This design comes from an exercise in tuning for small area, a short achievable clock period and few clock cycles on the open sky130 flow, not from production work.
Only simulation tests tie the RTL to the original design; equivalence was not proved.

[flow/design.v]
module MM(clk,i,j,reset,read,write,index,read_data,write_data,finish);
	input reset, clk;
	input [19:0]read_data;
	output [19:0]i, j;
	output read, write, index, finish;
	output [39:0]write_data;
	parameter IDLE = 4'b0000, MAT0 = 4'b0001, MAT1 = 4'b0010,
			  MULADD = 4'b0011, CHANGECOL1 = 4'b0100, WRITE = 4'b0101,
			  S1 = 4'b0111, S2 = 4'b1000, CHANGECOL2 = 4'b1010,
			  CHANGEROW1 =4'b1011;
	reg [3:0]state, next_state;
	reg [19:0]row1, col1, col2, next_row1, next_col1, next_col2;
	reg signed [19:0]a, b, next_a, next_b;
	reg readd, writee, indexx;
	reg [19:0]i_now,  j_now,  k, next_k, m,  next_m, n, next_n, ii, next_ii;
	reg signed [39:0]pres_sum, next_sum, write_data1;
	always@(posedge clk or posedge reset)begin
		if(reset)begin
			state <= IDLE;
			ii <= 20'd0;
			row1 <= 1'b0;
			col1 <= 1'b0;
			col2 <= 1'b0;
			m <= 1'b0;
			n <= 1'b0;
			k <= 1'b0;
			pres_sum <= 1'b0;
			a <= 0;
			b <= 0;
		end
		else begin
			state <= next_state;
			ii <= next_ii;
			row1 <= next_row1;
			col1 <= next_col1;
			col2 <= next_col2;
			m <= next_m;
			n <= next_n;
			k <= next_k;
			pres_sum <= next_sum;
			a <= next_a;
			b <= next_b;
		end
	end
	always@(*)begin
		next_state = state;
		next_ii = ii;
		next_row1 = row1;
		next_col1 = col1;
		next_col2 = col2;
		next_m = m;
		next_n = n;
		next_k = k;
		next_a = a;
		next_b = b;
		next_sum = pres_sum;
		readd = 1'b0;
		writee = 1'b0;
		indexx = 1'b0;
		i_now = 20'd0;
		j_now = 20'd0;
		write_data1 = 40'd0;
		case(state)
		  IDLE:begin
			next_state = (!reset)? S1 : IDLE;
		  end
		  S1:begin
			readd = 1'b1;
			writee = 1'b1;
			i_now = ii;
			next_row1 = (ii == 20'd0)? read_data : row1;
			next_col1 = (ii == 20'd1)? read_data : col1;
			next_col2 = (ii == 20'd2)? read_data : col2;
			next_state = (ii < 20'd3)? S2 : MAT0;
		  end
		  S2:begin
			next_ii = ii + 20'd1;
			next_state = S1;
		  end
		  MAT0:begin
			readd = 1'b1;
			writee = 1'b0;
			indexx = 1'b0;
			i_now = 1'b0 + m;
			j_now = 1'b0 + n;
			next_a = read_data;
			next_state = MAT1;
		  end
		  MAT1:begin
			readd = 1'b1;
			writee = 1'b0;
			indexx = 1'b1;
			i_now = 1'b0 + n;
			j_now = 1'b0 + k;
			next_b = read_data;
			next_state = MULADD;
		  end
		  MULADD:begin
			next_sum = pres_sum + a*b;
			next_state = CHANGECOL1;
		  end
		  CHANGECOL1:begin
			next_n = (n < col1-1)? n+1'b1 : 1'b0;
			next_state = (n < col1-1)? MAT0 : WRITE;
		  end
		  WRITE:begin
			readd = 1'b0;
			writee = 1'b1;
			write_data1 = pres_sum;
			next_state = CHANGECOL2;
		  end
		  CHANGECOL2:begin
			writee = 1'b0;
			next_k = (k < col2-1)? k+1'b1 : 1'b0;
			next_state = (k < col2-1)? MAT0 : CHANGEROW1;
			next_sum = 1'b0;
		  end
		  CHANGEROW1:begin
			if(m < row1-1)begin
				next_m = m + 1'b1;
				next_state = MAT0;
			end
			else begin
				next_m = m;
				next_n = col1;
				next_k = col2;
			end
		  end
		endcase
	end
	assign read = readd;
	assign write = writee;
	assign index = indexx;
	assign i = i_now;
	assign j = j_now;
	assign finish = (state == CHANGEROW1 && m == row1-1 && n == col1 && k == col2 && reset != 1'b1)? 1'b1 : 1'b0;
	assign write_data = write_data1; 
endmodule
[flow/run.sh]
#!/bin/bash
# synth_recipe.tcl (not shown) runs the flow's synth.tcl, then flattens the netlist and writes it again
# the make line also repeats each setting of config.mk as NAME=value (left out here)
make -C /OpenROAD-flow-scripts/flow DESIGN_CONFIG=/design/flow/config.mk WORK_HOME=/design/flow/orfs CLKGATE_MAP_FILE= SYNTH_SCRIPT=/design/flow/synth_recipe.tcl finish
[flow/config.mk]
export PLATFORM = sky130hd
export DESIGN_NAME = MM
export DESIGN_NICKNAME = MM
export VERILOG_FILES = /design/flow/design.v
export SDC_FILE = /design/flow/constraint.sdc
export NUM_CORES = 4
export LEC_CHECK = 0
export CAP_MARGIN = 20
export CORE_MARGIN = 2
export CORE_UTILIZATION = 40
export PLACE_DENSITY = 0.6
export SLEW_MARGIN = 20
[flow/constraint.sdc]
create_clock -name core_clock -period 10.0 [get_ports {clk}]
set_input_delay 2.0000 -clock core_clock [delete_from_list [all_inputs] [get_ports {clk}]]
set_output_delay 2.0000 -clock core_clock [all_outputs]
set_load 0.01 [all_outputs]
==> out/summary.txt <==
Root Buffer = clkbuf_16
post-synth cell types = 72
Synth Area in Compound Gates = 0.0829
clock skew = 16.0 ps
total number of vias = 22400
hold endpoint = pres_sum[5]$_DFFE_PP0P_
top cell type's share of synthesized area = 0.308
residual DRC count = 0
synthesized flop and latch total = 224
post-cts resize count = 0
Req. time, crit path = 10490 ps
Gate Count Post-Synth = 3325
setup violators final = 0
Tot GR Track Use = 0.219
top-count cell post-synth = inv_1
top area cells in the synthesized netlist = fa_1, dfrtp_1, inv_1
crit path max fanout = 21
Synth Flop Type = dfrtp_1
share of layout cells above drive strength 1 = 0.0602
R2R setup slack = 1850 ps
Yosys warnings = 1
max incr delay on CP = 1000 ps
dpl ws = 1880 ps
Yosys top cell by area = fa_1
Post-Syn Nets = 4013
Initial Utilization = 0.402
main combinational cell family by area after synthesis = adder cells
Netlist Area Pre-Place = 30400 µm²
fin. max-slew vios = 0
syn avg cell area = 9.15 µm²
area occupied by multi-input gates = 21500 µm²
Hold Path Cell Cnt = 2
hold buffers post-CTS = 0
Seq/Total Area, Yosys = 0.184
Layout area overhead = 9.29%
CP dominant cell by count = fa_1
period utilisation layout = 0.815
I/O Buffers = 105
# Post-CTS Setup Buffers = 0
post-synthesis simple-gate area fraction = 0.148
row count = 101
Crit-path slowest cell = dfrtp_1
first-pass GRT wire length = 135000 µm
status = timing/DRC/antenna clean
Hold Path Class = reg -> reg
final wirelength = 82600 µm
Worst Path Buf+Inv = 6
nets@finish = 4006
CTS max path bufs = 3
final setup margin = 1850 ps
Reg clk slew, reported paths = 60 ps
Post-synth top cells = inv_1, fa_1, nand2_1
max reg flops = 40
fmax = 123 MHz
final worst path period need = 8150 ps
Least-Margin Pin Slew = 1040 ps
reg2reg start = b[0]$_DFFE_PP0P_
dpl cells = 4265
pin count of the biggest net entering global routing = 99
worst-skew pair later-pin latency = 600 ps
Max-cap violations = 0
Core ar. = 75700 µm²
I/O pin count = 106
Setup TNS = 0 ps
arrival time worst endpoint = 8640 ps
EDFF count, synth = 0
Crit Path Class = reg -> reg
CTS tree = yes
wire per inst = 19.1 µm
Final Hold Violating Endpoints = 0
Die Footprint = 78300 µm²
chip width = 280 µm
clock sinks = 224
DR WL met2 = 38200 µm
Die Span Y = 280 µm
highest metal used = met5
Final Hold Slack = 474 ps
R2R depth = 25
DRT met1 WL = 38400 µm
asr flop ratio synth = 1.00
initial antenna violation count = 4
register area = 5610 µm²
post-route antenna net violation count = 0
routed vias/inst = 5.18
crit-path leading delay family = adder cells
TritonCTS Buffers = 29
Biggest register = pres_sum
grt ovf = 0
routed length on met3 = 4280 µm
routability cong. = 0.887
H-tree levels = 1
Reg2Reg Capture Point = pres_sum[38]$_DFFE_PP0P_
fillers = 7381
XOR/XNOR Fraction of Synth Area = 0.0512
1st-iter DRT viols = 1373
Post-Layout Cell Count = 4319
HPWL Detailed = 64100 µm
Rel. slew slack = 0.307
Worst setup EP type = register
Pre-antenna DRT Iters = 5
Worst Setup Start Kind = register
RSZ-0062 raised after global routing = false
min-delay src = pres_sum[5]$_DFFE_PP0P_
Synth Area in Adders = 0.389
mux cell area share after synthesis = 0.0347
vias in the first global route = 23300
==> kinds of logic after synthesis <==
logic type	count (synthesis)
and+or+nand+nor	907
buffers and inverters	884
AOI/OAI and AO/OA	372
muxes	94
adders and majority gates	666
xor gates and xnor gates	178
DFF	224
==> per-layer routing <==
layer	track usage	up-vias
li1	-	10300
met1	0.315	11400
met2	0.353	521
met3	0.0293	101
met4	0.0480	6
met5	0	-
==> how the worst max path moves through the flow <==
stage	startpoint	to	slack, ps	depth (start not counted)
floorplan	reset	a[0]$_DFFE_PP0P_	1870	1
global placement	b[0]$_DFFE_PP0P_	pres_sum[38]$_DFFE_PP0P_	2030	25
detailed placement	b[0]$_DFFE_PP0P_	pres_sum[38]$_DFFE_PP0P_	1880	25
CTS	b[0]$_DFFE_PP0P_	pres_sum[38]$_DFFE_PP0P_	1820	25
global route	b[0]$_DFFE_PP0P_	pres_sum[38]$_DFFE_PP0P_	1430	25
finish	b[0]$_DFFE_PP0P_	pres_sum[38]$_DFFE_PP0P_	1850	25
==> area by class of cell <==
class                      count  area share
multi-input combinational   2217       0.647
tap                          978      0.0368
timing repair buffer         136      0.0386
clock buffer                  40      0.0246
clock inverter                13     0.00417
sequential                   224       0.169
inverter                     710      0.0803
antenna                        1   0.0000752
==> worst reg2reg max path, delay by kind of cell, from the launching register on <==
| kind | cells | cell delay (ps) |
|---|---|---|
| AO/OA/AOI/OAI | 8 | 2150 |
| XOR/XNOR | 1 | 160 |
| adder cells (fa/ha/maj) | 8 | 3730 |
| buffers and inverters | 6 | 770 |
| flip-flops | 1 | 1000 |
| AND/OR/NAND/NOR | 2 | 230 |
==> cells in the final DEF (no fill, tap or decap), types with 4 or more instances in the layout <==
cell type	netlist	layout
inv_1	710	709
fa_1	468	468
nand2_1	365	364
dfrtp_1	224	224
ha_1	198	198
and2_1	192	192
xnor2_1	112	112
o21ai_0	109	109
clkdlybuf4s50_1	0	105
mux2_2	93	93
nor2_1	76	75
nor3_1	76	74
xor2_1	66	66
a21oi_1	55	54
a22o_1	46	46
nand3_1	41	40
buf_4	1	31
and3_1	31	30
a21o_1	29	29
nand4_1	29	29
clkbuf_16	0	29
nand2b_1	29	28
a22oi_1	23	23
nor4_1	20	20
o21a_1	17	17
or3_1	13	13
o211ai_1	12	12
a32oi_1	10	10
o2bb2ai_1	10	10
o31ai_1	10	9
nor2b_1	8	8
nor3_2	6	8
a31oi_1	7	7
clkbuf_1	152	6
or4_1	5	5
o22ai_1	5	5
clkbuf_8	0	5
clkinvlp_4	0	5
a32o_1	4	4
o21bai_1	4	4
==> stage by stage <==
stage | cell area, µm² | utilization
floorplan | 30400 | -
global placement | 32300 | 0.427
detailed placement | 32300 | 0.427
CTS | 33300 | 0.439
global route | 33300 | 0.439
finish | 33300 | 0.439
Testbench counts, summed over its fixed seeds: cycles 189,656.

what the ideal ports hide:
Ports are ideal in the flow. The routed layout listed here was re-timed in OpenROAD. Step 1: set_driving_cell puts a clkbuf_16 on clk and a buf_2 on each other input, an assumption about the parent block. Step 2, shift: input delay + t, output delay - t, t = (earliest + latest rising clock arrival at the registers) / 2. This alone moves slack from input paths to output paths. Three values: ideal, step 1, step 2; two values: the first two.
shift t [ns]: 0.665
setup WS [ns]: 1.855 / 1.855 / 1.855
worst setup path at the end: register to register
worst slew at a driven data input, ns: 0.13
After both steps setup and hold are still met in this run. The setup slack of this run moves by 0.000 ns with the drivers and by 0.000 ns with both steps.
